What follows belongs to an exercise in optimizing a design on an open flow for small area, a short achievable clock period and few clock cycles per item; a production flow would make more cautious choices.
No functional check of the RTL was part of any run shown here.
Power is estimated from default activity; no workload was simulated.

## design/flow/config.mk

```make
export PLATFORM = sky130hd
export DESIGN_NAME = alu
export DESIGN_NICKNAME = alu
export VERILOG_FILES = /design/flow/design.v
export SDC_FILE = /design/flow/constraint.sdc
export NUM_CORES = 4
export LEC_CHECK = 0
export CAP_MARGIN = 20
export CORE_MARGIN = 2
export CORE_UTILIZATION = 40
export SLEW_MARGIN = 20
export SETUP_SLACK_MARGIN = 7
export TNS_END_PERCENT = 10
export BUFFER_PORTS_ARGS = -buffer_cell sky130_fd_sc_hd__buf_2
export CTS_ARGS = -sink_clustering_enable -repair_clock_nets -dont_use_dummy_load -sink_clustering_size 22 -sink_clustering_max_diameter 120
```

## design/flow/constraint.sdc

```tcl
create_clock -name core_clock -period 10.0 [get_ports {i_clk}]
set_input_delay 2.0000 -clock core_clock [delete_from_list [all_inputs] [get_ports {i_clk}]]
set_output_delay 2.0000 -clock core_clock [all_outputs]
set_load 0.01 [all_outputs]
```

## design/flow/design.v

```verilog
module alu #(
    parameter INST_W = 4,
    parameter INT_W  = 6,
    parameter FRAC_W = 10,
    parameter DATA_W = INT_W + FRAC_W
)(
    input                      i_clk,
    input                      i_rst_n,
    input                      i_in_valid,
    output                     o_busy,
    input         [INST_W-1:0] i_inst,
    input  signed [DATA_W-1:0] i_data_a,
    input  signed [DATA_W-1:0] i_data_b,
    output                     o_out_valid,
    output        [DATA_W-1:0] o_data
);
integer i;
reg        busy_q;
reg        v1;
reg [15:0] a1, b1;
reg [15:0] asel1;      
reg [7:0]  enc_one, enc_two, enc_neg;
reg [1:0]  icode;      
reg [1:0]  kind1;      
reg        sub1, rot1;                       
reg        op_as1, op_xor1, op_sh1, op_clz1;  
wire sp_c1 = (i_data_a[15:11] == 5'b00000);             
wire sp_c5 = !i_data_a[15] && !sp_c1;                   
wire sp_c2 = (i_data_a[15:10] == 6'b111111);            
wire sp_c3 = (i_data_a[15:10] == 6'b111110);            
wire sp_c4 = (i_data_a[15:10] == 6'b111101);            
wire [15:0] sp_k = sp_c1 ? 16'd10922 :
                   sp_c2 ? 16'd5461  :
                   sp_c3 ? 16'd3641  :
                   sp_c4 ? 16'd1820  :
                   sp_c5 ? 16'd16384 : 16'd0;
wire        in_sp = (i_inst == 4'd4);
wire [15:0] op_b = in_sp ? sp_k : i_data_b;
wire [16:0] op_bx = {op_b, 1'b0};
wire        take = i_in_valid && !busy_q;
assign o_busy = busy_q;
always @(posedge i_clk or negedge i_rst_n) begin
    if (!i_rst_n) begin
        busy_q <= 1'b1;
        v1     <= 1'b0;
    end else begin
        busy_q <= 1'b0;
        v1     <= take;
    end
end
always @(posedge i_clk) begin
    a1    <= i_data_a;
    b1    <= op_b;
    for (i = 0; i < 16; i = i + 1)
        asel1[i] <= take && (i_inst == 4'd3) && (i_data_a[3:0] == i);
    kind1   <= (i_inst == 4'd3) ? 2'd1 : (i_inst == 4'd2) ? 2'd2 : in_sp ? 2'd3 : 2'd0;
    sub1    <= (i_inst == 4'd1);
    rot1    <= (i_inst == 4'd7);
    op_as1  <= (i_inst == 4'd0) || (i_inst == 4'd1);
    op_xor1 <= (i_inst == 4'd5);
    op_sh1  <= (i_inst == 4'd6) || (i_inst == 4'd7);
    op_clz1 <= (i_inst == 4'd8);
    icode <= !in_sp ? 2'd0 : (sp_c1 || sp_c2) ? 2'd1 : sp_c3 ? 2'd2 : sp_c4 ? 2'd3 : 2'd0;
    for (i = 0; i < 8; i = i + 1) begin
        enc_one[i] <= op_bx[2*i+1] ^ op_bx[2*i];
        enc_two[i] <= (op_bx[2*i+2] & ~op_bx[2*i+1] & ~op_bx[2*i]) | (~op_bx[2*i+2] & op_bx[2*i+1] & op_bx[2*i]);
        enc_neg[i] <= op_bx[2*i+2];
    end
end
reg        v2;
reg [1:0]  kind2;      
reg [15:0] x2;         
reg [23:0] m0, m1;     
reg        mc;         
reg [3:0]  idx2;       
reg        acc2;       
reg [9:0]  hi_pre2;    
reg        ac2;        
reg [9:0]  acc_lo [0:15];
reg [9:0]  acc_hi [0:15];
reg [15:0] accw;
reg [9:0]  lo_cur, hi_arr;
always @(*) begin
    lo_cur = 10'd0;
    hi_arr = 10'd0;
    for (i = 0; i < 16; i = i + 1) begin
        lo_cur = lo_cur | ({10{asel1[i] & accw[i]}} & acc_lo[i]);
        hi_arr = hi_arr | ({10{asel1[i] & accw[i]}} & acc_hi[i]);
    end
end
wire       hi_fwd = acc2 && asel1[idx2];
wire [9:0] hi_sum;
wire [9:0] hi_cur = hi_fwd ? hi_sum : hi_arr;
wire [9:0] hi_pre = hi_cur + {{4{b1[15]}}, b1[15:10]};
wire [10:0] lo_sum = {1'b0, lo_cur} + {1'b0, b1[9:0]};
always @(posedge i_clk) begin
    for (i = 0; i < 16; i = i + 1)
        if (asel1[i]) acc_lo[i] <= lo_sum[9:0];
end
always @(posedge i_clk or negedge i_rst_n) begin
    if (!i_rst_n) accw <= 16'd0;
    else          accw <= accw | asel1;
end
wire is_acc = (kind1 == 2'd1);
wire bo0 = enc_one[0];
wire bt0 = enc_two[0];
wire bn0 = enc_neg[0];
wire pp0_0 = ((bo0 & a1[0]) | (bt0 & 1'b0)) ^ bn0;
wire pp0_1 = ((bo0 & a1[1]) | (bt0 & a1[0])) ^ bn0;
wire pp0_2 = ((bo0 & a1[2]) | (bt0 & a1[1])) ^ bn0;
wire pp0_3 = ((bo0 & a1[3]) | (bt0 & a1[2])) ^ bn0;
wire pp0_4 = ((bo0 & a1[4]) | (bt0 & a1[3])) ^ bn0;
wire pp0_5 = ((bo0 & a1[5]) | (bt0 & a1[4])) ^ bn0;
wire pp0_6 = ((bo0 & a1[6]) | (bt0 & a1[5])) ^ bn0;
wire pp0_7 = ((bo0 & a1[7]) | (bt0 & a1[6])) ^ bn0;
wire pp0_8 = ((bo0 & a1[8]) | (bt0 & a1[7])) ^ bn0;
wire pp0_9 = ((bo0 & a1[9]) | (bt0 & a1[8])) ^ bn0;
wire pp0_10 = ((bo0 & a1[10]) | (bt0 & a1[9])) ^ bn0;
wire pp0_11 = ((bo0 & a1[11]) | (bt0 & a1[10])) ^ bn0;
wire pp0_12 = ((bo0 & a1[12]) | (bt0 & a1[11])) ^ bn0;
wire pp0_13 = ((bo0 & a1[13]) | (bt0 & a1[12])) ^ bn0;
wire pp0_14 = ((bo0 & a1[14]) | (bt0 & a1[13])) ^ bn0;
wire pp0_15 = ((bo0 & a1[15]) | (bt0 & a1[14])) ^ bn0;
wire pp0_16 = ~(((bo0 & a1[15]) | (bt0 & a1[15])) ^ bn0);
wire bo1 = enc_one[1];
wire bt1 = enc_two[1];
wire bn1 = enc_neg[1];
wire pp1_0 = ((bo1 & a1[0]) | (bt1 & 1'b0)) ^ bn1;
wire pp1_1 = ((bo1 & a1[1]) | (bt1 & a1[0])) ^ bn1;
wire pp1_2 = ((bo1 & a1[2]) | (bt1 & a1[1])) ^ bn1;
wire pp1_3 = ((bo1 & a1[3]) | (bt1 & a1[2])) ^ bn1;
wire pp1_4 = ((bo1 & a1[4]) | (bt1 & a1[3])) ^ bn1;
wire pp1_5 = ((bo1 & a1[5]) | (bt1 & a1[4])) ^ bn1;
wire pp1_6 = ((bo1 & a1[6]) | (bt1 & a1[5])) ^ bn1;
wire pp1_7 = ((bo1 & a1[7]) | (bt1 & a1[6])) ^ bn1;
wire pp1_8 = ((bo1 & a1[8]) | (bt1 & a1[7])) ^ bn1;
wire pp1_9 = ((bo1 & a1[9]) | (bt1 & a1[8])) ^ bn1;
wire pp1_10 = ((bo1 & a1[10]) | (bt1 & a1[9])) ^ bn1;
wire pp1_11 = ((bo1 & a1[11]) | (bt1 & a1[10])) ^ bn1;
wire pp1_12 = ((bo1 & a1[12]) | (bt1 & a1[11])) ^ bn1;
wire pp1_13 = ((bo1 & a1[13]) | (bt1 & a1[12])) ^ bn1;
wire pp1_14 = ((bo1 & a1[14]) | (bt1 & a1[13])) ^ bn1;
wire pp1_15 = ((bo1 & a1[15]) | (bt1 & a1[14])) ^ bn1;
wire pp1_16 = ~(((bo1 & a1[15]) | (bt1 & a1[15])) ^ bn1);
wire bo2 = enc_one[2];
wire bt2 = enc_two[2];
wire bn2 = enc_neg[2];
wire pp2_0 = ((bo2 & a1[0]) | (bt2 & 1'b0)) ^ bn2;
wire pp2_1 = ((bo2 & a1[1]) | (bt2 & a1[0])) ^ bn2;
wire pp2_2 = ((bo2 & a1[2]) | (bt2 & a1[1])) ^ bn2;
wire pp2_3 = ((bo2 & a1[3]) | (bt2 & a1[2])) ^ bn2;
wire pp2_4 = ((bo2 & a1[4]) | (bt2 & a1[3])) ^ bn2;
wire pp2_5 = ((bo2 & a1[5]) | (bt2 & a1[4])) ^ bn2;
wire pp2_6 = ((bo2 & a1[6]) | (bt2 & a1[5])) ^ bn2;
wire pp2_7 = ((bo2 & a1[7]) | (bt2 & a1[6])) ^ bn2;
wire pp2_8 = ((bo2 & a1[8]) | (bt2 & a1[7])) ^ bn2;
wire pp2_9 = ((bo2 & a1[9]) | (bt2 & a1[8])) ^ bn2;
wire pp2_10 = ((bo2 & a1[10]) | (bt2 & a1[9])) ^ bn2;
wire pp2_11 = ((bo2 & a1[11]) | (bt2 & a1[10])) ^ bn2;
wire pp2_12 = ((bo2 & a1[12]) | (bt2 & a1[11])) ^ bn2;
wire pp2_13 = ((bo2 & a1[13]) | (bt2 & a1[12])) ^ bn2;
wire pp2_14 = ((bo2 & a1[14]) | (bt2 & a1[13])) ^ bn2;
wire pp2_15 = ((bo2 & a1[15]) | (bt2 & a1[14])) ^ bn2;
wire pp2_16 = ~(((bo2 & a1[15]) | (bt2 & a1[15])) ^ bn2);
wire bo3 = enc_one[3];
wire bt3 = enc_two[3];
wire bn3 = enc_neg[3];
wire pp3_0 = ((bo3 & a1[0]) | (bt3 & 1'b0)) ^ bn3;
wire pp3_1 = ((bo3 & a1[1]) | (bt3 & a1[0])) ^ bn3;
wire pp3_2 = ((bo3 & a1[2]) | (bt3 & a1[1])) ^ bn3;
wire pp3_3 = ((bo3 & a1[3]) | (bt3 & a1[2])) ^ bn3;
wire pp3_4 = ((bo3 & a1[4]) | (bt3 & a1[3])) ^ bn3;
wire pp3_5 = ((bo3 & a1[5]) | (bt3 & a1[4])) ^ bn3;
wire pp3_6 = ((bo3 & a1[6]) | (bt3 & a1[5])) ^ bn3;
wire pp3_7 = ((bo3 & a1[7]) | (bt3 & a1[6])) ^ bn3;
wire pp3_8 = ((bo3 & a1[8]) | (bt3 & a1[7])) ^ bn3;
wire pp3_9 = ((bo3 & a1[9]) | (bt3 & a1[8])) ^ bn3;
wire pp3_10 = ((bo3 & a1[10]) | (bt3 & a1[9])) ^ bn3;
wire pp3_11 = ((bo3 & a1[11]) | (bt3 & a1[10])) ^ bn3;
wire pp3_12 = ((bo3 & a1[12]) | (bt3 & a1[11])) ^ bn3;
wire pp3_13 = ((bo3 & a1[13]) | (bt3 & a1[12])) ^ bn3;
wire pp3_14 = ((bo3 & a1[14]) | (bt3 & a1[13])) ^ bn3;
wire pp3_15 = ((bo3 & a1[15]) | (bt3 & a1[14])) ^ bn3;
wire pp3_16 = ~(((bo3 & a1[15]) | (bt3 & a1[15])) ^ bn3);
wire bo4 = enc_one[4];
wire bt4 = enc_two[4];
wire bn4 = enc_neg[4];
wire pp4_0 = ((bo4 & a1[0]) | (bt4 & 1'b0)) ^ bn4;
wire pp4_1 = ((bo4 & a1[1]) | (bt4 & a1[0])) ^ bn4;
wire pp4_2 = ((bo4 & a1[2]) | (bt4 & a1[1])) ^ bn4;
wire pp4_3 = ((bo4 & a1[3]) | (bt4 & a1[2])) ^ bn4;
wire pp4_4 = ((bo4 & a1[4]) | (bt4 & a1[3])) ^ bn4;
wire pp4_5 = ((bo4 & a1[5]) | (bt4 & a1[4])) ^ bn4;
wire pp4_6 = ((bo4 & a1[6]) | (bt4 & a1[5])) ^ bn4;
wire pp4_7 = ((bo4 & a1[7]) | (bt4 & a1[6])) ^ bn4;
wire pp4_8 = ((bo4 & a1[8]) | (bt4 & a1[7])) ^ bn4;
wire pp4_9 = ((bo4 & a1[9]) | (bt4 & a1[8])) ^ bn4;
wire pp4_10 = ((bo4 & a1[10]) | (bt4 & a1[9])) ^ bn4;
wire pp4_11 = ((bo4 & a1[11]) | (bt4 & a1[10])) ^ bn4;
wire pp4_12 = ((bo4 & a1[12]) | (bt4 & a1[11])) ^ bn4;
wire pp4_13 = ((bo4 & a1[13]) | (bt4 & a1[12])) ^ bn4;
wire pp4_14 = ((bo4 & a1[14]) | (bt4 & a1[13])) ^ bn4;
wire pp4_15 = ((bo4 & a1[15]) | (bt4 & a1[14])) ^ bn4;
wire pp4_16 = ~(((bo4 & a1[15]) | (bt4 & a1[15])) ^ bn4);
wire bo5 = enc_one[5];
wire bt5 = enc_two[5];
wire bn5 = enc_neg[5];
wire pp5_0 = ((bo5 & a1[0]) | (bt5 & 1'b0)) ^ bn5;
wire pp5_1 = ((bo5 & a1[1]) | (bt5 & a1[0])) ^ bn5;
wire pp5_2 = ((bo5 & a1[2]) | (bt5 & a1[1])) ^ bn5;
wire pp5_3 = ((bo5 & a1[3]) | (bt5 & a1[2])) ^ bn5;
wire pp5_4 = ((bo5 & a1[4]) | (bt5 & a1[3])) ^ bn5;
wire pp5_5 = ((bo5 & a1[5]) | (bt5 & a1[4])) ^ bn5;
wire pp5_6 = ((bo5 & a1[6]) | (bt5 & a1[5])) ^ bn5;
wire pp5_7 = ((bo5 & a1[7]) | (bt5 & a1[6])) ^ bn5;
wire pp5_8 = ((bo5 & a1[8]) | (bt5 & a1[7])) ^ bn5;
wire pp5_9 = ((bo5 & a1[9]) | (bt5 & a1[8])) ^ bn5;
wire pp5_10 = ((bo5 & a1[10]) | (bt5 & a1[9])) ^ bn5;
wire pp5_11 = ((bo5 & a1[11]) | (bt5 & a1[10])) ^ bn5;
wire pp5_12 = ((bo5 & a1[12]) | (bt5 & a1[11])) ^ bn5;
wire pp5_13 = ((bo5 & a1[13]) | (bt5 & a1[12])) ^ bn5;
wire pp5_14 = ((bo5 & a1[14]) | (bt5 & a1[13])) ^ bn5;
wire pp5_15 = ((bo5 & a1[15]) | (bt5 & a1[14])) ^ bn5;
wire pp5_16 = ~(((bo5 & a1[15]) | (bt5 & a1[15])) ^ bn5);
wire bo6 = enc_one[6];
wire bt6 = enc_two[6];
wire bn6 = enc_neg[6];
wire pp6_0 = ((bo6 & a1[0]) | (bt6 & 1'b0)) ^ bn6;
wire pp6_1 = ((bo6 & a1[1]) | (bt6 & a1[0])) ^ bn6;
wire pp6_2 = ((bo6 & a1[2]) | (bt6 & a1[1])) ^ bn6;
wire pp6_3 = ((bo6 & a1[3]) | (bt6 & a1[2])) ^ bn6;
wire pp6_4 = ((bo6 & a1[4]) | (bt6 & a1[3])) ^ bn6;
wire pp6_5 = ((bo6 & a1[5]) | (bt6 & a1[4])) ^ bn6;
wire pp6_6 = ((bo6 & a1[6]) | (bt6 & a1[5])) ^ bn6;
wire pp6_7 = ((bo6 & a1[7]) | (bt6 & a1[6])) ^ bn6;
wire pp6_8 = ((bo6 & a1[8]) | (bt6 & a1[7])) ^ bn6;
wire pp6_9 = ((bo6 & a1[9]) | (bt6 & a1[8])) ^ bn6;
wire pp6_10 = ((bo6 & a1[10]) | (bt6 & a1[9])) ^ bn6;
wire pp6_11 = ((bo6 & a1[11]) | (bt6 & a1[10])) ^ bn6;
wire pp6_12 = ((bo6 & a1[12]) | (bt6 & a1[11])) ^ bn6;
wire pp6_13 = ((bo6 & a1[13]) | (bt6 & a1[12])) ^ bn6;
wire pp6_14 = ((bo6 & a1[14]) | (bt6 & a1[13])) ^ bn6;
wire pp6_15 = ((bo6 & a1[15]) | (bt6 & a1[14])) ^ bn6;
wire pp6_16 = ~(((bo6 & a1[15]) | (bt6 & a1[15])) ^ bn6);
wire bo7 = enc_one[7];
wire bt7 = enc_two[7];
wire bn7 = enc_neg[7];
wire pp7_0 = ((bo7 & a1[0]) | (bt7 & 1'b0)) ^ bn7;
wire pp7_1 = ((bo7 & a1[1]) | (bt7 & a1[0])) ^ bn7;
wire pp7_2 = ((bo7 & a1[2]) | (bt7 & a1[1])) ^ bn7;
wire pp7_3 = ((bo7 & a1[3]) | (bt7 & a1[2])) ^ bn7;
wire pp7_4 = ((bo7 & a1[4]) | (bt7 & a1[3])) ^ bn7;
wire pp7_5 = ((bo7 & a1[5]) | (bt7 & a1[4])) ^ bn7;
wire pp7_6 = ((bo7 & a1[6]) | (bt7 & a1[5])) ^ bn7;
wire pp7_7 = ((bo7 & a1[7]) | (bt7 & a1[6])) ^ bn7;
wire pp7_8 = ((bo7 & a1[8]) | (bt7 & a1[7])) ^ bn7;
wire pp7_9 = ((bo7 & a1[9]) | (bt7 & a1[8])) ^ bn7;
wire pp7_10 = ((bo7 & a1[10]) | (bt7 & a1[9])) ^ bn7;
wire pp7_11 = ((bo7 & a1[11]) | (bt7 & a1[10])) ^ bn7;
wire pp7_12 = ((bo7 & a1[12]) | (bt7 & a1[11])) ^ bn7;
wire pp7_13 = ((bo7 & a1[13]) | (bt7 & a1[12])) ^ bn7;
wire pp7_14 = ((bo7 & a1[14]) | (bt7 & a1[13])) ^ bn7;
wire pp7_15 = ((bo7 & a1[15]) | (bt7 & a1[14])) ^ bn7;
wire pp7_16 = ~(((bo7 & a1[15]) | (bt7 & a1[15])) ^ bn7);
wire kc9 = (icode == 2'd0);
wire kc11 = (icode == 2'd1) | (icode == 2'd2);
wire kc12 = (icode == 2'd2) | (icode == 2'd3);
wire kc13 = (icode == 2'd3);
wire kc14 = (icode == 2'd1) | (icode == 2'd2) | (icode == 2'd3) | bn7;
wire kc15 = (icode == 2'd1);
wire kc16 = (icode == 2'd0) | (icode == 2'd1) | (icode == 2'd2);
wire kc17 = (icode == 2'd0);
wire kc18 = (icode == 2'd1);
wire kc19 = (icode == 2'd0) | (icode == 2'd2);
wire kc20 = (icode == 2'd1) | (icode == 2'd2);
wire kc21 = (icode == 2'd0) | (icode == 2'd2);
wire kc22 = (icode == 2'd1);
wire kc23 = (icode == 2'd0);
wire kc24 = (icode == 2'd1) | (icode == 2'd2) | (icode == 2'd3);
wire hs0 = bn5 ^ pp0_10;
wire hc0 = bn5 & pp0_10;
wire fs0 = kc11 ^ pp0_11 ^ pp1_9;
wire fc0 = (kc11 & pp0_11) | (kc11 & pp1_9) | (pp0_11 & pp1_9);
wire fs1 = bn6 ^ kc12 ^ pp0_12;
wire fc1 = (bn6 & kc12) | (bn6 & pp0_12) | (kc12 & pp0_12);
wire fs2 = pp1_10 ^ pp2_8 ^ pp3_6;
wire fc2 = (pp1_10 & pp2_8) | (pp1_10 & pp3_6) | (pp2_8 & pp3_6);
wire fs3 = kc13 ^ pp0_13 ^ pp1_11;
wire fc3 = (kc13 & pp0_13) | (kc13 & pp1_11) | (pp0_13 & pp1_11);
wire fs4 = pp2_9 ^ pp3_7 ^ pp4_5;
wire fc4 = (pp2_9 & pp3_7) | (pp2_9 & pp4_5) | (pp3_7 & pp4_5);
wire fs5 = kc14 ^ pp0_14 ^ pp1_12;
wire fc5 = (kc14 & pp0_14) | (kc14 & pp1_12) | (pp0_14 & pp1_12);
wire fs6 = pp2_10 ^ pp3_8 ^ pp4_6;
wire fc6 = (pp2_10 & pp3_8) | (pp2_10 & pp4_6) | (pp3_8 & pp4_6);
wire hs1 = pp5_4 ^ pp6_2;
wire hc1 = pp5_4 & pp6_2;
wire fs7 = kc15 ^ pp0_15 ^ pp1_13;
wire fc7 = (kc15 & pp0_15) | (kc15 & pp1_13) | (pp0_15 & pp1_13);
wire fs8 = pp2_11 ^ pp3_9 ^ pp4_7;
wire fc8 = (pp2_11 & pp3_9) | (pp2_11 & pp4_7) | (pp3_9 & pp4_7);
wire fs9 = pp5_5 ^ pp6_3 ^ pp7_1;
wire fc9 = (pp5_5 & pp6_3) | (pp5_5 & pp7_1) | (pp6_3 & pp7_1);
wire fs10 = kc16 ^ pp0_16 ^ pp1_14;
wire fc10 = (kc16 & pp0_16) | (kc16 & pp1_14) | (pp0_16 & pp1_14);
wire fs11 = pp2_12 ^ pp3_10 ^ pp4_8;
wire fc11 = (pp2_12 & pp3_10) | (pp2_12 & pp4_8) | (pp3_10 & pp4_8);
wire fs12 = pp5_6 ^ pp6_4 ^ pp7_2;
wire fc12 = (pp5_6 & pp6_4) | (pp5_6 & pp7_2) | (pp6_4 & pp7_2);
wire fs13 = kc17 ^ pp1_15 ^ pp2_13;
wire fc13 = (kc17 & pp1_15) | (kc17 & pp2_13) | (pp1_15 & pp2_13);
wire fs14 = pp3_11 ^ pp4_9 ^ pp5_7;
wire fc14 = (pp3_11 & pp4_9) | (pp3_11 & pp5_7) | (pp4_9 & pp5_7);
wire hs2 = pp6_5 ^ pp7_3;
wire hc2 = pp6_5 & pp7_3;
wire fs15 = kc18 ^ pp1_16 ^ pp2_14;
wire fc15 = (kc18 & pp1_16) | (kc18 & pp2_14) | (pp1_16 & pp2_14);
wire fs16 = pp3_12 ^ pp4_10 ^ pp5_8;
wire fc16 = (pp3_12 & pp4_10) | (pp3_12 & pp5_8) | (pp4_10 & pp5_8);
wire hs3 = pp6_6 ^ pp7_4;
wire hc3 = pp6_6 & pp7_4;
wire fs17 = kc19 ^ pp2_15 ^ pp3_13;
wire fc17 = (kc19 & pp2_15) | (kc19 & pp3_13) | (pp2_15 & pp3_13);
wire fs18 = pp4_11 ^ pp5_9 ^ pp6_7;
wire fc18 = (pp4_11 & pp5_9) | (pp4_11 & pp6_7) | (pp5_9 & pp6_7);
wire fs19 = kc20 ^ pp2_16 ^ pp3_14;
wire fc19 = (kc20 & pp2_16) | (kc20 & pp3_14) | (pp2_16 & pp3_14);
wire hs4 = pp4_12 ^ pp5_10;
wire hc4 = pp4_12 & pp5_10;
wire fs20 = kc21 ^ pp3_15 ^ pp4_13;
wire fc20 = (kc21 & pp3_15) | (kc21 & pp4_13) | (pp3_15 & pp4_13);
wire hs5 = kc22 ^ pp3_16;
wire hc5 = kc22 & pp3_16;
wire hs6 = bn3 ^ pp0_6;
wire hc6 = bn3 & pp0_6;
wire hs7 = pp0_7 ^ pp1_5;
wire hc7 = pp0_7 & pp1_5;
wire fs21 = bn4 ^ pp0_8 ^ pp1_6;
wire fc21 = (bn4 & pp0_8) | (bn4 & pp1_6) | (pp0_8 & pp1_6);
wire hs8 = pp2_4 ^ pp3_2;
wire hc8 = pp2_4 & pp3_2;
wire fs22 = kc9 ^ pp0_9 ^ pp1_7;
wire fc22 = (kc9 & pp0_9) | (kc9 & pp1_7) | (pp0_9 & pp1_7);
wire fs23 = pp2_5 ^ pp3_3 ^ pp4_1;
wire fc23 = (pp2_5 & pp3_3) | (pp2_5 & pp4_1) | (pp3_3 & pp4_1);
wire fs24 = pp1_8 ^ pp2_6 ^ pp3_4;
wire fc24 = (pp1_8 & pp2_6) | (pp1_8 & pp3_4) | (pp2_6 & pp3_4);
wire fs25 = pp4_2 ^ pp5_0 ^ hs0;
wire fc25 = (pp4_2 & pp5_0) | (pp4_2 & hs0) | (pp5_0 & hs0);
wire fs26 = pp2_7 ^ pp3_5 ^ pp4_3;
wire fc26 = (pp2_7 & pp3_5) | (pp2_7 & pp4_3) | (pp3_5 & pp4_3);
wire fs27 = pp5_1 ^ hc0 ^ fs0;
wire fc27 = (pp5_1 & hc0) | (pp5_1 & fs0) | (hc0 & fs0);
wire fs28 = pp4_4 ^ pp5_2 ^ pp6_0;
wire fc28 = (pp4_4 & pp5_2) | (pp4_4 & pp6_0) | (pp5_2 & pp6_0);
wire fs29 = fc0 ^ fs1 ^ fs2;
wire fc29 = (fc0 & fs1) | (fc0 & fs2) | (fs1 & fs2);
wire fs30 = pp5_3 ^ pp6_1 ^ fc1;
wire fc30 = (pp5_3 & pp6_1) | (pp5_3 & fc1) | (pp6_1 & fc1);
wire fs31 = fc2 ^ fs3 ^ fs4;
wire fc31 = (fc2 & fs3) | (fc2 & fs4) | (fs3 & fs4);
wire fs32 = pp7_0 ^ hs1 ^ fc3;
wire fc32 = (pp7_0 & hs1) | (pp7_0 & fc3) | (hs1 & fc3);
wire fs33 = fc4 ^ fs5 ^ fs6;
wire fc33 = (fc4 & fs5) | (fc4 & fs6) | (fs5 & fs6);
wire fs34 = hc1 ^ fc5 ^ fc6;
wire fc34 = (hc1 & fc5) | (hc1 & fc6) | (fc5 & fc6);
wire fs35 = fs7 ^ fs8 ^ fs9;
wire fc35 = (fs7 & fs8) | (fs7 & fs9) | (fs8 & fs9);
wire fs36 = fc7 ^ fc8 ^ fc9;
wire fc36 = (fc7 & fc8) | (fc7 & fc9) | (fc8 & fc9);
wire fs37 = fs10 ^ fs11 ^ fs12;
wire fc37 = (fs10 & fs11) | (fs10 & fs12) | (fs11 & fs12);
wire fs38 = hs2 ^ fc10 ^ fc11;
wire fc38 = (hs2 & fc10) | (hs2 & fc11) | (fc10 & fc11);
wire fs39 = fc12 ^ fs13 ^ fs14;
wire fc39 = (fc12 & fs13) | (fc12 & fs14) | (fs13 & fs14);
wire fs40 = hc2 ^ hs3 ^ fc13;
wire fc40 = (hc2 & hs3) | (hc2 & fc13) | (hs3 & fc13);
wire fs41 = fc14 ^ fs15 ^ fs16;
wire fc41 = (fc14 & fs15) | (fc14 & fs16) | (fs15 & fs16);
wire fs42 = pp7_5 ^ hc3 ^ fc15;
wire fc42 = (pp7_5 & hc3) | (pp7_5 & fc15) | (hc3 & fc15);
wire fs43 = fc16 ^ fs17 ^ fs18;
wire fc43 = (fc16 & fs17) | (fc16 & fs18) | (fs17 & fs18);
wire fs44 = pp6_8 ^ pp7_6 ^ hs4;
wire fc44 = (pp6_8 & pp7_6) | (pp6_8 & hs4) | (pp7_6 & hs4);
wire fs45 = fc17 ^ fc18 ^ fs19;
wire fc45 = (fc17 & fc18) | (fc17 & fs19) | (fc18 & fs19);
wire fs46 = pp5_11 ^ pp6_9 ^ pp7_7;
wire fc46 = (pp5_11 & pp6_9) | (pp5_11 & pp7_7) | (pp6_9 & pp7_7);
wire fs47 = hc4 ^ fc19 ^ fs20;
wire fc47 = (hc4 & fc19) | (hc4 & fs20) | (fc19 & fs20);
wire fs48 = pp4_14 ^ pp5_12 ^ pp6_10;
wire fc48 = (pp4_14 & pp5_12) | (pp4_14 & pp6_10) | (pp5_12 & pp6_10);
wire fs49 = pp7_8 ^ hs5 ^ fc20;
wire fc49 = (pp7_8 & hs5) | (pp7_8 & fc20) | (hs5 & fc20);
wire fs50 = kc23 ^ pp4_15 ^ pp5_13;
wire fc50 = (kc23 & pp4_15) | (kc23 & pp5_13) | (pp4_15 & pp5_13);
wire fs51 = pp6_11 ^ pp7_9 ^ hc5;
wire fc51 = (pp6_11 & pp7_9) | (pp6_11 & hc5) | (pp7_9 & hc5);
wire fs52 = kc24 ^ pp4_16 ^ pp5_14;
wire fc52 = (kc24 & pp4_16) | (kc24 & pp5_14) | (pp4_16 & pp5_14);
wire hs9 = pp6_12 ^ pp7_10;
wire hc9 = pp6_12 & pp7_10;
wire fs53 = 1'b1 ^ pp5_15 ^ pp6_13;
wire fc53 = (1'b1 & pp5_15) | (1'b1 & pp6_13) | (pp5_15 & pp6_13);
wire hs10 = bn2 ^ pp0_4;
wire hc10 = bn2 & pp0_4;
wire hs11 = pp0_5 ^ pp1_3;
wire hc11 = pp0_5 & pp1_3;
wire fs54 = pp1_4 ^ pp2_2 ^ pp3_0;
wire fc54 = (pp1_4 & pp2_2) | (pp1_4 & pp3_0) | (pp2_2 & pp3_0);
wire fs55 = pp2_3 ^ pp3_1 ^ hc6;
wire fc55 = (pp2_3 & pp3_1) | (pp2_3 & hc6) | (pp3_1 & hc6);
wire fs56 = pp4_0 ^ hc7 ^ hs8;
wire fc56 = (pp4_0 & hc7) | (pp4_0 & hs8) | (hc7 & hs8);
wire fs57 = hc8 ^ fc21 ^ fs22;
wire fc57 = (hc8 & fc21) | (hc8 & fs22) | (fc21 & fs22);
wire fs58 = fc22 ^ fc23 ^ fs24;
wire fc58 = (fc22 & fc23) | (fc22 & fs24) | (fc23 & fs24);
wire fs59 = fc24 ^ fs26 ^ fc25;
wire fc59 = (fc24 & fs26) | (fc24 & fc25) | (fs26 & fc25);
wire fs60 = fc26 ^ fs28 ^ fc27;
wire fc60 = (fc26 & fs28) | (fc26 & fc27) | (fs28 & fc27);
wire fs61 = fc28 ^ fc29 ^ fs30;
wire fc61 = (fc28 & fc29) | (fc28 & fs30) | (fc29 & fs30);
wire fs62 = fc30 ^ fc31 ^ fs32;
wire fc62 = (fc30 & fc31) | (fc30 & fs32) | (fc31 & fs32);
wire fs63 = fc32 ^ fc33 ^ fs34;
wire fc63 = (fc32 & fc33) | (fc32 & fs34) | (fc33 & fs34);
wire fs64 = fc34 ^ fc35 ^ fs36;
wire fc64 = (fc34 & fc35) | (fc34 & fs36) | (fc35 & fs36);
wire fs65 = fc36 ^ fc37 ^ fs38;
wire fc65 = (fc36 & fc37) | (fc36 & fs38) | (fc37 & fs38);
wire fs66 = fc38 ^ fc39 ^ fs40;
wire fc66 = (fc38 & fc39) | (fc38 & fs40) | (fc39 & fs40);
wire fs67 = fc40 ^ fc41 ^ fs42;
wire fc67 = (fc40 & fc41) | (fc40 & fs42) | (fc41 & fs42);
wire fs68 = fc42 ^ fs44 ^ fc43;
wire fc68 = (fc42 & fs44) | (fc42 & fc43) | (fs44 & fc43);
wire fs69 = fs46 ^ fc44 ^ fc45;
wire fc69 = (fs46 & fc44) | (fs46 & fc45) | (fc44 & fc45);
wire fs70 = fc46 ^ fs48 ^ fc47;
wire fc70 = (fc46 & fs48) | (fc46 & fc47) | (fs48 & fc47);
wire fs71 = fc48 ^ fs50 ^ fs51;
wire fc71 = (fc48 & fs50) | (fc48 & fs51) | (fs50 & fs51);
wire fs72 = hs9 ^ fc50 ^ fs52;
wire fc72 = (hs9 & fc50) | (hs9 & fs52) | (fc50 & fs52);
wire fs73 = pp7_11 ^ hc9 ^ fc52;
wire fc73 = (pp7_11 & hc9) | (pp7_11 & fc52) | (hc9 & fc52);
wire fs74 = pp5_16 ^ pp6_14 ^ pp7_12;
wire fc74 = (pp5_16 & pp6_14) | (pp5_16 & pp7_12) | (pp6_14 & pp7_12);
wire hs12 = 1'b1 ^ pp6_15;
wire hc12 = 1'b1 & pp6_15;
wire hs13 = bn1 ^ pp0_2;
wire hc13 = bn1 & pp0_2;
wire hs14 = pp0_3 ^ pp1_1;
wire hc14 = pp0_3 & pp1_1;
wire fs75 = pp1_2 ^ pp2_0 ^ hs10;
wire fc75 = (pp1_2 & pp2_0) | (pp1_2 & hs10) | (pp2_0 & hs10);
wire fs76 = pp2_1 ^ hc10 ^ hs11;
wire fc76 = (pp2_1 & hc10) | (pp2_1 & hs11) | (hc10 & hs11);
wire fs77 = hc11 ^ hs6 ^ fs54;
wire fc77 = (hc11 & hs6) | (hc11 & fs54) | (hs6 & fs54);
wire fs78 = hs7 ^ fc54 ^ fs55;
wire fc78 = (hs7 & fc54) | (hs7 & fs55) | (fc54 & fs55);
wire fs79 = fs21 ^ fc55 ^ fs56;
wire fc79 = (fs21 & fc55) | (fs21 & fs56) | (fc55 & fs56);
wire fs80 = fs23 ^ fc56 ^ fs57;
wire fc80 = (fs23 & fc56) | (fs23 & fs57) | (fc56 & fs57);
wire fs81 = fs25 ^ fc57 ^ fs58;
wire fc81 = (fs25 & fc57) | (fs25 & fs58) | (fc57 & fs58);
wire fs82 = fc58 ^ fs27 ^ fs59;
wire fc82 = (fc58 & fs27) | (fc58 & fs59) | (fs27 & fs59);
wire fs83 = fs29 ^ fc59 ^ fs60;
wire fc83 = (fs29 & fc59) | (fs29 & fs60) | (fc59 & fs60);
wire fs84 = fs31 ^ fc60 ^ fs61;
wire fc84 = (fs31 & fc60) | (fs31 & fs61) | (fc60 & fs61);
wire fs85 = fs33 ^ fc61 ^ fs62;
wire fc85 = (fs33 & fc61) | (fs33 & fs62) | (fc61 & fs62);
wire fs86 = fs35 ^ fc62 ^ fs63;
wire fc86 = (fs35 & fc62) | (fs35 & fs63) | (fc62 & fs63);
wire fs87 = fs37 ^ fc63 ^ fs64;
wire fc87 = (fs37 & fc63) | (fs37 & fs64) | (fc63 & fs64);
wire fs88 = fs39 ^ fc64 ^ fs65;
wire fc88 = (fs39 & fc64) | (fs39 & fs65) | (fc64 & fs65);
wire fs89 = fs41 ^ fc65 ^ fs66;
wire fc89 = (fs41 & fc65) | (fs41 & fs66) | (fc65 & fs66);
wire fs90 = fs43 ^ fc66 ^ fs67;
wire fc90 = (fs43 & fc66) | (fs43 & fs67) | (fc66 & fs67);
wire fs91 = fs45 ^ fc67 ^ fs68;
wire fc91 = (fs45 & fc67) | (fs45 & fs68) | (fc67 & fs68);
wire fs92 = fs47 ^ fc68 ^ fs69;
wire fc92 = (fs47 & fc68) | (fs47 & fs69) | (fc68 & fs69);
wire fs93 = fs49 ^ fc69 ^ fs70;
wire fc93 = (fs49 & fc69) | (fs49 & fs70) | (fc69 & fs70);
wire fs94 = fc49 ^ fs71 ^ fc70;
wire fc94 = (fc49 & fs71) | (fc49 & fc70) | (fs71 & fc70);
wire fs95 = fc51 ^ fs72 ^ fc71;
wire fc95 = (fc51 & fs72) | (fc51 & fc71) | (fs72 & fc71);
wire fs96 = fs53 ^ fc72 ^ fs73;
wire fc96 = (fs53 & fc72) | (fs53 & fs73) | (fc72 & fs73);
wire fs97 = fc53 ^ fs74 ^ fc73;
wire fc97 = (fc53 & fs74) | (fc53 & fc73) | (fs74 & fc73);
wire fs98 = pp7_13 ^ hs12 ^ fc74;
wire fc98 = (pp7_13 & hs12) | (pp7_13 & fc74) | (hs12 & fc74);
wire fs99 = pp6_16 ^ pp7_14 ^ hc12;
wire fc99 = (pp6_16 & pp7_14) | (pp6_16 & hc12) | (pp7_14 & hc12);
wire hs15 = 1'b1 ^ pp7_15;
wire hc15 = 1'b1 & pp7_15;
wire [31:0] mr0 = {1'b1, pp7_16, fc99, fc98, fc97, fc96, fc95, fc94, fc93, fc92, fc91, fc90, fc89, fc88, fc87, fc86, fc85, fc84, fc83, fc82, fc81, fc80, fc79, fc78, fc77, fc76, fc75, hc14, hc13, pp1_0, pp0_1, bn0};
wire [31:0] mr1 = {1'b0, hc15, hs15, fs99, fs98, fs97, fs96, fs95, fs94, fs93, fs92, fs91, fs90, fs89, fs88, fs87, fs86, fs85, fs84, fs83, fs82, fs81, fs80, fs79, fs78, fs77, fs76, fs75, hs14, hs13, 1'b0, pp0_0};
wire [8:0] mlow = {1'b0, mr0[7:0]} + {1'b0, mr1[7:0]};
wire        sub  = sub1;
wire [15:0] bx   = b1 ^ {16{sub}};
wire [16:0] as   = {a1[15], a1} + {bx[15], bx} + {16'd0, sub};
wire [15:0] as_s = (as[16] == as[15]) ? as[15:0] : as[16] ? 16'h8000 : 16'h7fff;
wire        is_rot = rot1;
wire [3:0]  sh   = is_rot ? (4'd0 - b1[3:0]) : b1[3:0];
wire [15:0] rr   = ({a1, a1} >> sh);
reg  [15:0] therm;                        
always @(*) begin
    for (i = 0; i < 16; i = i + 1)
        therm[i] = (b1[3:0] > i);
end
reg  [15:0] shf;
always @(*) begin
    for (i = 0; i < 16; i = i + 1) begin
        if (is_rot)
            shf[i] = (b1[15:5] != 11'd0 || (b1[4] && therm[i])) ? 1'b0 : rr[i];
        else
            shf[i] = (b1[15:4] != 12'd0 || therm[15-i]) ? a1[15] : rr[i];
    end
end
reg  [4:0]  clz;
always @(*) begin
    clz = 5'd16;
    for (i = 0; i < 16; i = i + 1)
        if (a1[i]) clz = 5'd15 - i;
end
reg [15:0] rmatch;
always @(*) begin
    rmatch = 16'd0;
    for (i = 0; i < 13; i = i + 1)
        rmatch[i] = (a1[i +: 4] == {b1[15-i], b1[14-i], b1[13-i], b1[12-i]});
end
wire op_rm1 = !(op_as1 || op_xor1 || op_sh1 || op_clz1);
wire [15:0] simple = ({16{op_as1}}  & as_s) |
                     ({16{op_xor1}} & (a1 ^ b1)) |
                     ({16{op_sh1}}  & shf) |
                     ({16{op_clz1}} & {11'd0, clz}) |
                     ({16{op_rm1}}  & rmatch);
always @(posedge i_clk or negedge i_rst_n) begin
    if (!i_rst_n) v2 <= 1'b0;
    else          v2 <= v1;
end
always @(posedge i_clk) begin
    kind2 <= kind1;
    x2    <= is_acc ? {6'd0, lo_sum[9:0]} : simple;
    m0    <= mr0[31:8];
    m1    <= mr1[31:8];
    mc    <= mlow[8];
    idx2  <= a1[3:0];
    acc2  <= |asel1;
    hi_pre2 <= hi_pre;
    ac2   <= lo_sum[10];
end
reg        vo;
reg [15:0] out_q;
assign hi_sum = hi_pre2 + {9'd0, ac2};
always @(posedge i_clk) begin
    for (i = 0; i < 16; i = i + 1)
        if (acc2 && idx2 == i) acc_hi[i] <= hi_sum;
end
wire [23:0] t = m0 + m1 + {23'd0, mc};
wire [15:0] mul_r = (t[23:17] == 7'h00 || t[23:17] == 7'h7f) ? t[17:2] :
                    t[23] ? 16'h8000 : 16'h7fff;
wire [15:0] acc_r = (hi_sum[9:5] == 5'h00 || hi_sum[9:5] == 5'h1f) ? {hi_sum[5:0], x2[9:0]} :
                    hi_sum[9] ? 16'h8000 : 16'h7fff;
always @(posedge i_clk or negedge i_rst_n) begin
    if (!i_rst_n) vo <= 1'b0;
    else          vo <= v2;
end
always @(posedge i_clk) begin
    case (kind2)
        2'd1:    out_q <= acc_r;
        2'd2:    out_q <= mul_r;
        2'd3:    out_q <= t[21:6];
        default: out_q <= x2;
    endcase
end
assign o_out_valid = vo;
assign o_data      = out_q;
endmodule
```

## design/flow/flow/run.sh

```bash
#!/bin/bash
cd "$(dirname "$0")/.."
cat >> config.mk <<'EOC'
export SETUP_SLACK_MARGIN = 7
export TNS_END_PERCENT = 10
export BUFFER_PORTS_ARGS = -buffer_cell sky130_fd_sc_hd__buf_2
export CTS_ARGS = -sink_clustering_enable -repair_clock_nets -dont_use_dummy_load -sink_clustering_size 22 -sink_clustering_max_diameter 120
EOC
bash standard.sh > standard.log 2>&1
```

## design/flow/standard.sh

```bash
#!/bin/bash
# synth_recipe.tcl (not shown) runs the flow's synth.tcl, then flattens the netlist and writes it again
# the make line also repeats each setting of config.mk as NAME=value (left out here)
make -C /OpenROAD-flow-scripts/flow DESIGN_CONFIG=/design/flow/config.mk WORK_HOME=/design/flow/orfs CLKGATE_MAP_FILE= SYNTH_SCRIPT=/design/flow/synth_recipe.tcl "${@:-finish}"
```

==> flow_summary.toml, run 1 <==
[pwr]
total_power_mw = 6.46
p_leak_nw = 12.3
power.density_mw_per_mm2 = 198
ir_drop_v = 0.000123

[synth]
avgSynthCellArea_um2 = 11.5
synth_cell_types = 90
synth_cells = 2428
synth_top_flop_cell = "edfxtp_1"
syn_area_mm2 = 0.0280
ys_seq_area_frac = 0.482
ys_warn_count = 3
syn-num-nets = 2658
async_flop_share = 0.0392
synth_seq_cells = 510
synth_edf_count = 320

[route]
routed_wl_um = 94100
postRouteAntennaNets = 0
wl_per_cell_um = 27.0
drtIter0Drc = 2450
num_vias = 21245
drtPass1Iterations = 6
avgViaCountPerCell = 6.09
drc = 0

[sta]
max_slew_margin = 0.346
holdWs_ns = 0.301
rsz0062_at_grt = "yes"
fin_crit_sh = 0.345
drv_slew = 0
fin_worst_skew_ns = 0.0807
clock.fmax_mhz = 290
hold_viol = 0
worstMarginPinSlew_ns = 0.977
setup_violations = 0
fin_tns_setup_ns = 0
fin_crit_ns = 3.45

[cts]
root_buffer = "clkbuf_16"
cts_tree = "yes"
clkTransAtPathRegs_ns = 0.09
numCtsBuffers = 28
h-tree-depth = 1
cts_buffer_depth = 3
ctsHoldBuffers = 0
clk_latency_ns = 0.62
cts.sinks = 510

[run_status]
status = "no timing/DRC/antenna violations"

[worst_setup_path]
cp_slowest_cell = "dfxtp_1"
cp_slowest_stage_delay_ns = 0.93
worst_setup_path_end_kind = "flip-flop"
critical_path_arrival_ns = 3.87
path_class = "flip-flop to flip-flop"
worst_path_most_repeated_cell = "fa_1"
rr_worst_depth = 8
rrSetupSlack_ns = 6.55
critPathTopFamily = "adder cells"
worstPathCellList = "a22oi_1 > xnor2_1 > fa_1 > inv_1 > fa_1 > fa_1 > inv_1 > fa_1"
crit_buf_inv = 2
critical_path_depth = 8
cp-startpoint = "enc_two[4]$_DFF_P_"
start_kind = "flip-flop"
crit_end = "m1[6]$_DFF_P_"
worstPathMaxFanout = 16
cp.required_ns = 10.42
r2r_start = "enc_two[4]$_DFF_P_"
rr_endpoint = "m1[6]$_DFF_P_"

[floorplanning]
die-area_mm2 = 0.0722
initial_core_util = 0.402
rows = 97
die_w_um = 269
coreArea_mm2 = 0.0697
die_y_um = 269
io_pins = 57

[global_routing]
grt-ovfl-total = 0
track_usage = 0.257
grt_pass1_wl_um = 137000
grt_antenna_before_repair = 2
grt_pass1_vias = 20524
grt_max_degree = 31

[cells_and_area]
area_growth_pct = 16.5
num_antenna_cells = 0
fin_nets = 2779
mostFrequentLayoutCell = "edfxtp_1"
final_area_mm2 = 0.0327
drive_above_1_share = 0.214
final_cell_mix = "edfxtp_1, a22oi_1, xnor2_1"

[placed_design]
gp_congestion = 0.936
placed_cell_area_mm2 = 0.0296
portBuffers = 56
hpwlAfterDp_um = 57300

[job]
drv_cap = 0

[worst_hold_path]
hold_class = "flip-flop to flip-flop"
hp-start = "v2$_DFF_PN0_"
-- layer usage --
layer,global-route usage,vias to the layer above,part of all wire
met3,0.0477,186,0.098
met2,0.398,1181,0.44
li1,-,9191,-
met5,0,-,0.00013
met4,0.0785,2,0.034
met1,0.366,10685,0.43
-- cells by family (layout without fill, tap and decap cells) --
| family | after synthesis | count (layout) | synth area share |
|---|---|---|---|
| XOR/XNOR | 262 | 262 | 0.0819 |
| AND/OR/NAND/NOR | 450 | 457 | 0.0819 |
| adder cells (fa/ha/maj) | 191 | 191 | 0.113 |
| multiplexers | 59 | 59 | 0.0310 |
| AO/OA/AOI/OAI | 637 | 638 | 0.167 |
| other | 1 | 1 | 0.000134 |
| flip-flops | 510 | 510 | 0.482 |
| buffers and inverters | 318 | 429 | 0.0435 |
-- where the power goes --
group | switching (mW) | total (mW) | internal [mW] | leakage (nW)
combinational | 1.64 | 2.77 | 1.13 | 7.40
clock | 0.656 | 1.15 | 0.496 | 0.345
sequential | 0.131 | 2.54 | 2.41 | 4.58
total | 2.42 | 6.46 | 4.03 | 12.3
-- worst min-delay path by stage --
stage | to | slack [ns] | cells past startpoint
after CTS | vo$_DFF_PN0_ | 0.31 | 0
after floorplan | v2$_DFF_PN0_ | 0.33 | 0
after global routing | vo$_DFF_PN0_ | 0.31 | 0
final | vo$_DFF_PN0_ | 0.30 | 0
after detailed placement | vo$_DFF_PN0_ | 0.34 | 0
after global placement | v2$_DFF_PN0_ | 0.34 | 0
-- synthesized netlist by cell type (all sizes together), types with 23 or more instances --
library cell	number	area, um^2
a22oi	183	1380
nor2	135	507
xnor2	169	1480
fa	102	2040
a221oi	57	499
nand3	35	175
nand4	40	256
a22o	60	526
ha	89	1110
mux2i	34	340
buf	43	183
inv	142	533
edfxtp	320	9610
a21o	31	236
nand2	72	273
nor3	31	155
a21oi	99	514
xor2	93	815
and2	23	144
clkbuf	129	484
o21ai	70	350
dfxtp	170	3400
-- through the flow --
step,instances,util,setup WS (ns)
after floorplan,2428,-,6.58
after global placement,3306,0.425,6.00
after detailed placement,3306,0.425,5.94
after CTS,3462,0.463,6.66
after global routing,3487,0.469,6.51
final,3487,0.469,6.55
-- what timing repair did --
action	CTS	global route
endpoints found under the setup margin	250	245
gates cloned	17	1
setup buffers	111	24
resized for setup	165	33
hold endpoints to repair	0	0
pin swaps	51	42
-- registers in the layout (all words and copies together) (netlist names), 2 cells and up --
| signal | flops |
|---|---|
| acc_hi | 160 |
| acc_lo | 160 |
| m0 | 23 |
| m1 | 23 |
| a1 | 16 |
| accw | 16 |
| asel1 | 16 |
| out_q | 16 |
| x2 | 16 |
| hi_pre2 | 10 |
| b1 | 8 |
| enc_one | 8 |
| enc_two | 8 |
| enc_neg | 7 |
| idx2 | 4 |
| icode | 2 |
| kind1 | 2 |
| kind2 | 2 |
-- layout make-up --
cell class	instances	area, um^2
Clock buffer	28	701
Fill cell	6320	37000
Inverter	145	566
Multi-Input combinational cell	1608	14200
Sequential cell	510	13600
Tap cell	940	1180
Timing Repair Buffer	256	2420
==> inputs of run 2 (changes only) <==
==> design/flow/flow/run.sh (replaced) <==
#!/bin/bash
cd "$(dirname "$0")/.."
cat >> config.mk <<'EOC'
export TNS_END_PERCENT = 10
export BUFFER_PORTS_ARGS = -buffer_cell sky130_fd_sc_hd__buf_2
export CTS_ARGS = -sink_clustering_enable -repair_clock_nets -dont_use_dummy_load -sink_clustering_size 22 -sink_clustering_max_diameter 120
EOC
cp config.mk config_cts.mk
echo "export SETUP_SLACK_MARGIN = 7" >> config.mk
bash standard.sh cts > standard_cts.log 2>&1
cp config_cts.mk config.mk
echo "export SETUP_SLACK_MARGIN = 6.3" >> config.mk
bash standard.sh finish > standard.log 2>&1
--- a/design/flow/config.mk
+++ b/design/flow/config.mk
@@ -9,7 +9,7 @@
 export CORE_MARGIN = 2
 export CORE_UTILIZATION = 40
 export SLEW_MARGIN = 20
-export SETUP_SLACK_MARGIN = 7
 export TNS_END_PERCENT = 10
 export BUFFER_PORTS_ARGS = -buffer_cell sky130_fd_sc_hd__buf_2
 export CTS_ARGS = -sink_clustering_enable -repair_clock_nets -dont_use_dummy_load -sink_clustering_size 22 -sink_clustering_max_diameter 120
+export SETUP_SLACK_MARGIN = 6.3
==> run 2 against run 1 <==
Worst setup slack barely moved. Register-to-register slack barely moved. Highest routed layer unchanged. Synthesized area did not move. Critical path type unchanged. Maximum frequency barely moved. Clock power barely moved.
==> flow_summary.toml, run 2 <==
[run_status]
status = "no timing/DRC/antenna violations"

[worst_hold_path]
worstHoldEndpoint = "vo$_DFF_PN0_"
hp-start = "v2$_DFF_PN0_"
hold_depth = 0
hold_class = "flip-flop to flip-flop"

[floorplanning]
rows = 97
die_y_um = 269
die_w_um = 269
coreArea_mm2 = 0.0697
die-area_mm2 = 0.0722
io_pins = 57
initial_core_util = 0.402

[pwr]
comb_power_share = 0.416
power.density_mw_per_mm2 = 196
p_leak_nw = 12.2
switching_share = 0.374
intPower_mw = 3.96
ir_drop_v = 0.000121
power.net_switching_mw = 2.36
pwr-share-seq = 0.401
clockPowerShare = 0.183

[synth]
synth_edf_count = 320
syn_area_mm2 = 0.0280
yosysMostFrequentCell = "edfxtp_1"
synth_top_area_frac = 0.343
synthTopCellsByArea = "edfxtp_1, dfxtp_1, fa_1"
async_flop_share = 0.0392
ys_warn_count = 3
synth_top_flop_cell = "edfxtp_1"
synth_seq_cells = 510
synth_cells = 2428
ys_top_cells_by_count = "edfxtp_1, a22oi_1, dfxtp_1"
syn-num-nets = 2658
yosysTopAreaCell = "edfxtp_1"
ys_seq_area_frac = 0.482
avgSynthCellArea_um2 = 11.5
synth_cell_types = 90

[sta]
rsz0062_at_grt = "no"
setup_violations = 0
fin_worst_skew_ns = 0.0827
hold_viol = 0
worstMarginPinSlew_ns = 0.959
fin_crit_sh = 0.345
clock.fmax_mhz = 290
fin_tns_setup_ns = 0
fin_crit_ns = 3.45
drv_slew = 0
max_slew_margin = 0.358

[global_routing]
grt_pass1_vias = 20524
grt_max_degree = 31
grt_pass1_wl_um = 137000
grt_antenna_before_repair = 2
track_usage = 0.257
grt-ovfl-total = 0

[worst_setup_path]
path_class = "flip-flop to flip-flop"
rrSetupSlack_ns = 6.55
cp.required_ns = 10.43
worstPathMaxFanout = 16
worst_path_most_repeated_cell = "fa_1"
r2r_start = "enc_two[4]$_DFF_P_"
start_kind = "flip-flop"
worst_setup_path_end_kind = "flip-flop"
worstPathCellList = "a22oi_1 > xnor2_1 > fa_1 > inv_1 > fa_1 > fa_1 > inv_1 > fa_1"
critical_path_arrival_ns = 3.88
rr_worst_depth = 8
crit_buf_inv = 2
cp_slowest_cell = "dfxtp_1"
critPathTopFamily = "adder cells"
critical_path_depth = 8
cp_slowest_stage_delay_ns = 0.94
rr_endpoint = "m1[6]$_DFF_P_"

[cells_and_area]
multi_input_area_mm2 = 0.0140
drive_above_1_share = 0.198
area_growth_pct = 15.2
final_cell_mix = "edfxtp_1, a22oi_1, xnor2_1"
fin_nets = 2754
post-route-util = 0.463
num_antenna_cells = 0
layoutNonFillerInstCount = 3462
num-fill-cells = 6364
reg_top3 = "acc_hi x160, acc_lo x160"
register_area_mm2 = 0.0136
mostFrequentLayoutCell = "edfxtp_1"

[cts]
ctsHoldBuffers = 0
root_buffer = "clkbuf_16"
cts_buffer_depth = 3
clk_latency_ns = 0.62
numCtsBuffers = 28
clkTransAtPathRegs_ns = 0.09
cts.sinks = 510
cts_tree = "yes"
h-tree-depth = 1

[route]
wl_per_cell_um = 27.0
drc = 0
routed_wl_um = 93600
avgViaCountPerCell = 6.10
drtIter0Drc = 2346
num_vias = 21132
drtPass1Iterations = 5
postRouteAntennaNets = 0

[placed_design]
gp_congestion = 0.936
portBuffers = 56
place_inst = 3306
hpwlAfterDp_um = 57300

[job]
drv_cap = 0
-- run 2: changes by cell type in the layout (fill, tap and decap cells not counted), sizes merged --
cell / previous run / this run
buf: 247 / 223
and4b: 2 / 1
-- run 2: routing by layer --
metal / part of all wire / GRT usage / vias to the layer above
li1: - / - / 9144
met1: 0.42 / 0.366 / 10627
met2: 0.45 / 0.398 / 1194
met3: 0.10 / 0.0477 / 165
met4: 0.031 / 0.0785 / 2
met5: 0.00011 / 0 / -
-- run 2: power groups by stage --
| stage | sequential [mW] | clock, mW | combinational, mW |
|---|---|---|---|
| after floorplan | 2.50 | 0 | 1.83 |
| final | 2.53 | 1.16 | 2.63 |
| after detailed placement | 2.58 | 0 | 2.52 |
| after global placement | 2.57 | 0 | 2.51 |
| after CTS | 2.53 | 1.17 | 2.61 |
| after global routing | 2.55 | 1.24 | 2.90 |
-- run 2: stage by stage --
stage	setup slack [ns]	power [mW]	cell area [um^2]	hold WS, ns
2_1_floorplan	6.58	4.33	28900	0.331
3_3_place_gp	6.00	5.08	29600	0.338
3_5_place_dp	5.94	5.10	29600	0.339
4_1_cts	6.66	6.30	32300	0.308
5_1_grt	6.37	6.68	32300	0.313
6_report	6.55	6.32	32300	0.301
-- run 2: repair_timing --
| item | CTS | global route |
|---|---|---|
| resized for setup | 165 | 0 |
| setup endpoints to repair | 250 | 0 |
| setup buffers | 111 | 0 |
-- run 2: cell type report --
type,count,area share
clock buffers,28,0.0217
inverters,145,0.0175
multi-input cells,1607,0.434
flip-flops and latches,510,0.422
well taps,940,0.0364
repair buffers,232,0.0680
-- run 2: worst max path at each step --
stage	from	endpoint	slack, ns
5_1_grt	accw[12]$_DFF_PN0_	ac2$_DFF_P_	6.37
3_3_place_gp	enc_neg[0]$_DFF_P_	x2[11]$_SDFF_PP0_	6.00
3_5_place_dp	enc_neg[0]$_DFF_P_	x2[13]$_SDFF_PP0_	5.94
6_report	enc_two[4]$_DFF_P_	m1[6]$_DFF_P_	6.55
4_1_cts	accw[11]$_DFF_PN0_	acc_lo[9][9]$_DFFE_PP_	6.66
2_1_floorplan	i_inst[1]	enc_two[2]$_DFF_P_	6.58
-- run 2: worst reg2reg max path: stages, from the launching register on --
cell     delay, ns
dfxtp_1       0.94
a22oi_1       0.21
xnor2_1       0.20
fa_1          0.49
inv_1         0.05
fa_1          0.39
fa_1          0.52
inv_1         0.05
fa_1          0.47
-- run 2: cell families (layout without fill, tap and decap cells) --
| logic type | Yosys count | after routing | synth area share |
|---|---|---|---|
| mux | 59 | 59 | 0.0310 |
| simple gates | 450 | 456 | 0.0819 |
| buf+inv | 318 | 405 | 0.0435 |
| other cells | 1 | 1 | 0.000134 |
| xor+xnor | 262 | 262 | 0.0819 |
| compound gates | 637 | 638 | 0.167 |
| fa+ha+maj | 191 | 191 | 0.113 |
| flops | 510 | 510 | 0.482 |
==> inputs of run 3 (changes only) <==
--- a/design/flow/design.v
+++ b/design/flow/design.v
@@ -72,10 +72,10 @@
 reg [15:0] x2;         
 reg [23:0] m0, m1;     
 reg        mc;         
-reg [3:0]  idx2;       
-reg        acc2;       
-reg [9:0]  hi_pre2;    
+reg [15:0] asel2;
+reg [9:0]  hi_rd2;     
 reg        ac2;        
+reg [5:0]  bh2;        
 reg [9:0]  acc_lo [0:15];
 reg [9:0]  acc_hi [0:15];
 reg [15:0] accw;
@@ -88,10 +88,9 @@
         hi_arr = hi_arr | ({10{asel1[i] & accw[i]}} & acc_hi[i]);
     end
 end
-wire       hi_fwd = acc2 && asel1[idx2];
+wire       hi_fwd = |(asel1 & asel2);
 wire [9:0] hi_sum;
 wire [9:0] hi_cur = hi_fwd ? hi_sum : hi_arr;
-wire [9:0] hi_pre = hi_cur + {{4{b1[15]}}, b1[15:10]};
 wire [10:0] lo_sum = {1'b0, lo_cur} + {1'b0, b1[9:0]};
 always @(posedge i_clk) begin
     for (i = 0; i < 16; i = i + 1)
@@ -561,17 +560,17 @@
     m0    <= mr0[31:8];
     m1    <= mr1[31:8];
     mc    <= mlow[8];
-    idx2  <= a1[3:0];
-    acc2  <= |asel1;
-    hi_pre2 <= hi_pre;
+    asel2 <= asel1;
+    hi_rd2 <= hi_cur;
     ac2   <= lo_sum[10];
+    bh2   <= b1[15:10];
 end
 reg        vo;
 reg [15:0] out_q;
-assign hi_sum = hi_pre2 + {9'd0, ac2};
+assign hi_sum = hi_rd2 + {{4{bh2[5]}}, bh2} + {9'd0, ac2};
 always @(posedge i_clk) begin
     for (i = 0; i < 16; i = i + 1)
-        if (acc2 && idx2 == i) acc_hi[i] <= hi_sum;
+        if (asel2[i]) acc_hi[i] <= hi_sum;
 end
 wire [23:0] t = m0 + m1 + {23'd0, mc};
 wire [15:0] mul_r = (t[23:17] == 7'h00 || t[23:17] == 7'h7f) ? t[17:2] :
==> run 3 against run 2 <==
Critical endpoint is now m1[9]$_DFF_P_. Clock-buffer cell count up 1. First-iteration DRC count fell by 12%. Maximum frequency rose by 0.26%. Critical path type unchanged. Worst setup slack better by 0.0088 ns.
==> flow_summary.toml, run 3 <==
[route]
postRouteAntennaNets = 0
wl_per_cell_um = 25.9
num_vias = 20302
avgViaCountPerCell = 5.94
routed_wl_um = 88700
drc = 0
drtPass1Iterations = 6
drtIter0Drc = 2075

[cells_and_area]
fin_nets = 2709
final_cell_mix = "edfxtp_1, dfxtp_1, a22oi_1"
post-route-util = 0.460
area_growth_pct = 14.0
drive_above_1_share = 0.174
num_antenna_cells = 0
final_area_mm2 = 0.0321
reg_top3 = "acc_hi x160, acc_lo x160"
layoutNonFillerInstCount = 3419
mostFrequentLayoutCell = "edfxtp_1"

[synth]
synth_cells = 2424
ys_top_cells_by_count = "edfxtp_1, dfxtp_1, a22oi_1"
yosysTopAreaCell = "edfxtp_1"
async_flop_share = 0.0380
synth_top_flop_cell = "edfxtp_1"
syn_area_mm2 = 0.0281
yosysMostFrequentCell = "edfxtp_1"
avgSynthCellArea_um2 = 11.6
synth_cell_types = 93
synth_edf_count = 320
synthTopCellsByArea = "edfxtp_1, dfxtp_1, fa_1"
ys_warn_count = 3
ys_seq_area_frac = 0.492
synth_seq_cells = 527
synth_top_area_frac = 0.341
syn-num-nets = 2652

[floorplanning]
rows = 97
die_y_um = 269
die-area_mm2 = 0.0725
io_pins = 57
initial_core_util = 0.403
coreArea_mm2 = 0.0698
die_w_um = 269

[pwr]
power.net_switching_mw = 2.33
comb_power_share = 0.402
p_leak_nw = 12.0
power.density_mw_per_mm2 = 197
clockPowerShare = 0.187
ir_drop_v = 0.000143
intPower_mw = 3.99
switching_share = 0.369
total_power_mw = 6.31
pwr-share-seq = 0.411

[worst_setup_path]
worstPathMaxFanout = 17
worst_setup_path_end_kind = "flip-flop"
rr_worst_depth = 7
cp.required_ns = 10.46
critical_path_arrival_ns = 3.90
start_kind = "flip-flop"
path_class = "flip-flop to flip-flop"

[sta]
fin_crit_ns = 3.44
fin_crit_sh = 0.344
max_slew_margin = 0.275
fin_tns_setup_ns = 0
clock.fmax_mhz = 291
fin_worst_skew_ns = 0.0762
drv_slew = 0
rsz0062_at_grt = "no"
hold_viol = 0
setup_violations = 0
worstMarginPinSlew_ns = 1.08

[cts]
ctsHoldBuffers = 0
cts_buffer_depth = 3
clk_latency_ns = 0.63
root_buffer = "clkbuf_16"
cts_tree = "yes"
numCtsBuffers = 29
cts.sinks = 527
clkTransAtPathRegs_ns = 0.09
h-tree-depth = 1

[global_routing]
grt-ovfl-total = 0
grt.busiest_layer = "met2"
grt_antenna_before_repair = 1
grt_pass1_wl_um = 133000
grt_use_met1 = 0.324
grt_max_degree = 42
met2_usage = 0.393
use_met3 = 0.0465
grt_pass1_vias = 20789
track_usage = 0.241

[worst_hold_path]
hold_depth = 0
hold_class = "flip-flop to flip-flop"

[placed_design]
place_inst = 3300
placed_cell_area_mm2 = 0.0296
portBuffers = 56
hpwlAfterDp_um = 57500
gp_congestion = 0.868

[run_status]
status = "no timing/DRC/antenna violations"

[job]
drv_cap = 0
[run 3: cell types whose count changed in the layout (fill, tap and decap cells not counted), moves of 17 or more]
cell / change
nor2_1: -36
dfxtp_1: +26
xnor2_1: -27
a22oi_1: -17
buf_4: -39
nand2_1: +36
[run 3: power by group through the flow]
| stage | sequential (mW) | combinational [mW] | clock, mW |
|---|---|---|---|
| 2_1_floorplan | 2.57 | 1.75 | 0 |
| 3_3_place_gp | 2.64 | 2.38 | 0 |
| 3_5_place_dp | 2.64 | 2.41 | 0 |
| 4_1_cts | 2.59 | 2.51 | 1.21 |
| 5_1_grt | 2.61 | 2.80 | 1.27 |
| 6_report | 2.59 | 2.54 | 1.18 |
[run 3: path summary, 6_finish.rpt]
kind                                    start           endpoint  slack [ns]
max                        enc_one[2]$_DFF_P_      m1[9]$_DFF_P_        6.56
min                              v1$_DFF_PN0_       v2$_DFF_PN0_        0.36
max reg2reg                enc_one[2]$_DFF_P_      m1[9]$_DFF_P_        6.56
min reg2reg                      v1$_DFF_PN0_       v2$_DFF_PN0_        0.36
max in group asynchronous             i_rst_n  accw[4]$_DFF_PN0_        8.16
min in group asynchronous             i_rst_n       v1$_DFF_PN0_        1.38
[run 3: final cells by class]
type | count | area (um^2)
fillers | 6267 | 37700
clock buffers | 29 | 726
well taps | 940 | 1180
multi-input cells | 1585 | 13800
inverters | 143 | 557
repair buffers | 195 | 1890
flip-flops and latches | 527 | 13900
[run 3: cell families (layout without fill, tap and decap cells)]
logic type	Yosys count	in the layout	share of synthesized area
AOI/OAI and AO/OA	629	629	0.165
xor gates and xnor gates	260	262	0.0809
adders and majority gates	189	189	0.112
buffers and inverters	315	367	0.0442
DFF	527	527	0.492
muxes	51	51	0.0257
other	1	1	0.000133
and+or+nand+nor	452	453	0.0803
[run 3: repair_timing]
action | in CTS | in global routing
setup buffers | 77 | 0
hold endpoints to repair | 0 | 0
gates resized for setup | 180 | 0
setup endpoints to repair | 234 | 0
[run 3: worst max-delay path: stages, from the launching register on]
cell     delay, ns
dfxtp_1       0.89
a22oi_1       0.23
xor2_1        0.23
fa_1          0.47
fa_2          0.56
fa_1          0.42
inv_1         0.11
fa_1          0.42
[run 3: per-layer routing]
layer | share of wire | vias up
met1 | 0.42 | 10160
li1 | - | 9018
met5 | 0 | -
met2 | 0.47 | 963
met4 | 0.033 | 0
met3 | 0.087 | 161
[run 3: through the flow]
step / hold WS [ns] / worst slack [ns]
final: 0.360 / 6.56
after global routing: 0.371 / 6.33
after CTS: 0.362 / 6.60
after detailed placement: 0.343 / 5.69
after global placement: 0.333 / 5.81
after floorplan: 0.329 / 6.73

[afterwards: timing with drivers on the ports]
No port has a modelled driver above. Below, the same layouts with a new extraction and two added sets of constraints. Step 1: set_driving_cell puts a clkbuf_16 on i_clk and a buf_2 on each other input, an assumption about the parent block. Step 2 also shifts input and output timing later by t, the mid clock arrival at the registers, as if the neighbouring blocks saw the same clock. Slacks: ideal / step 1 / step 2; pairs: ideal / step 1.
| run | t (ns) | setup slack, ns | worst setup path after step 2 |
|---|---|---|---|
| run 1 | 0.641 | 6.551 / 6.551 / 6.066 | input to register |
| run 2 | 0.642 | 6.551 / 6.551 / 6.075 | input to register |
| run 3 | 0.654 | 6.560 / 6.560 / 6.016 | input to register |
After both steps setup and hold are still met in every run listed. For run 3, which loses most, drivers alone change the setup slack by 0.000 ns; drivers and shift together by -0.544 ns.
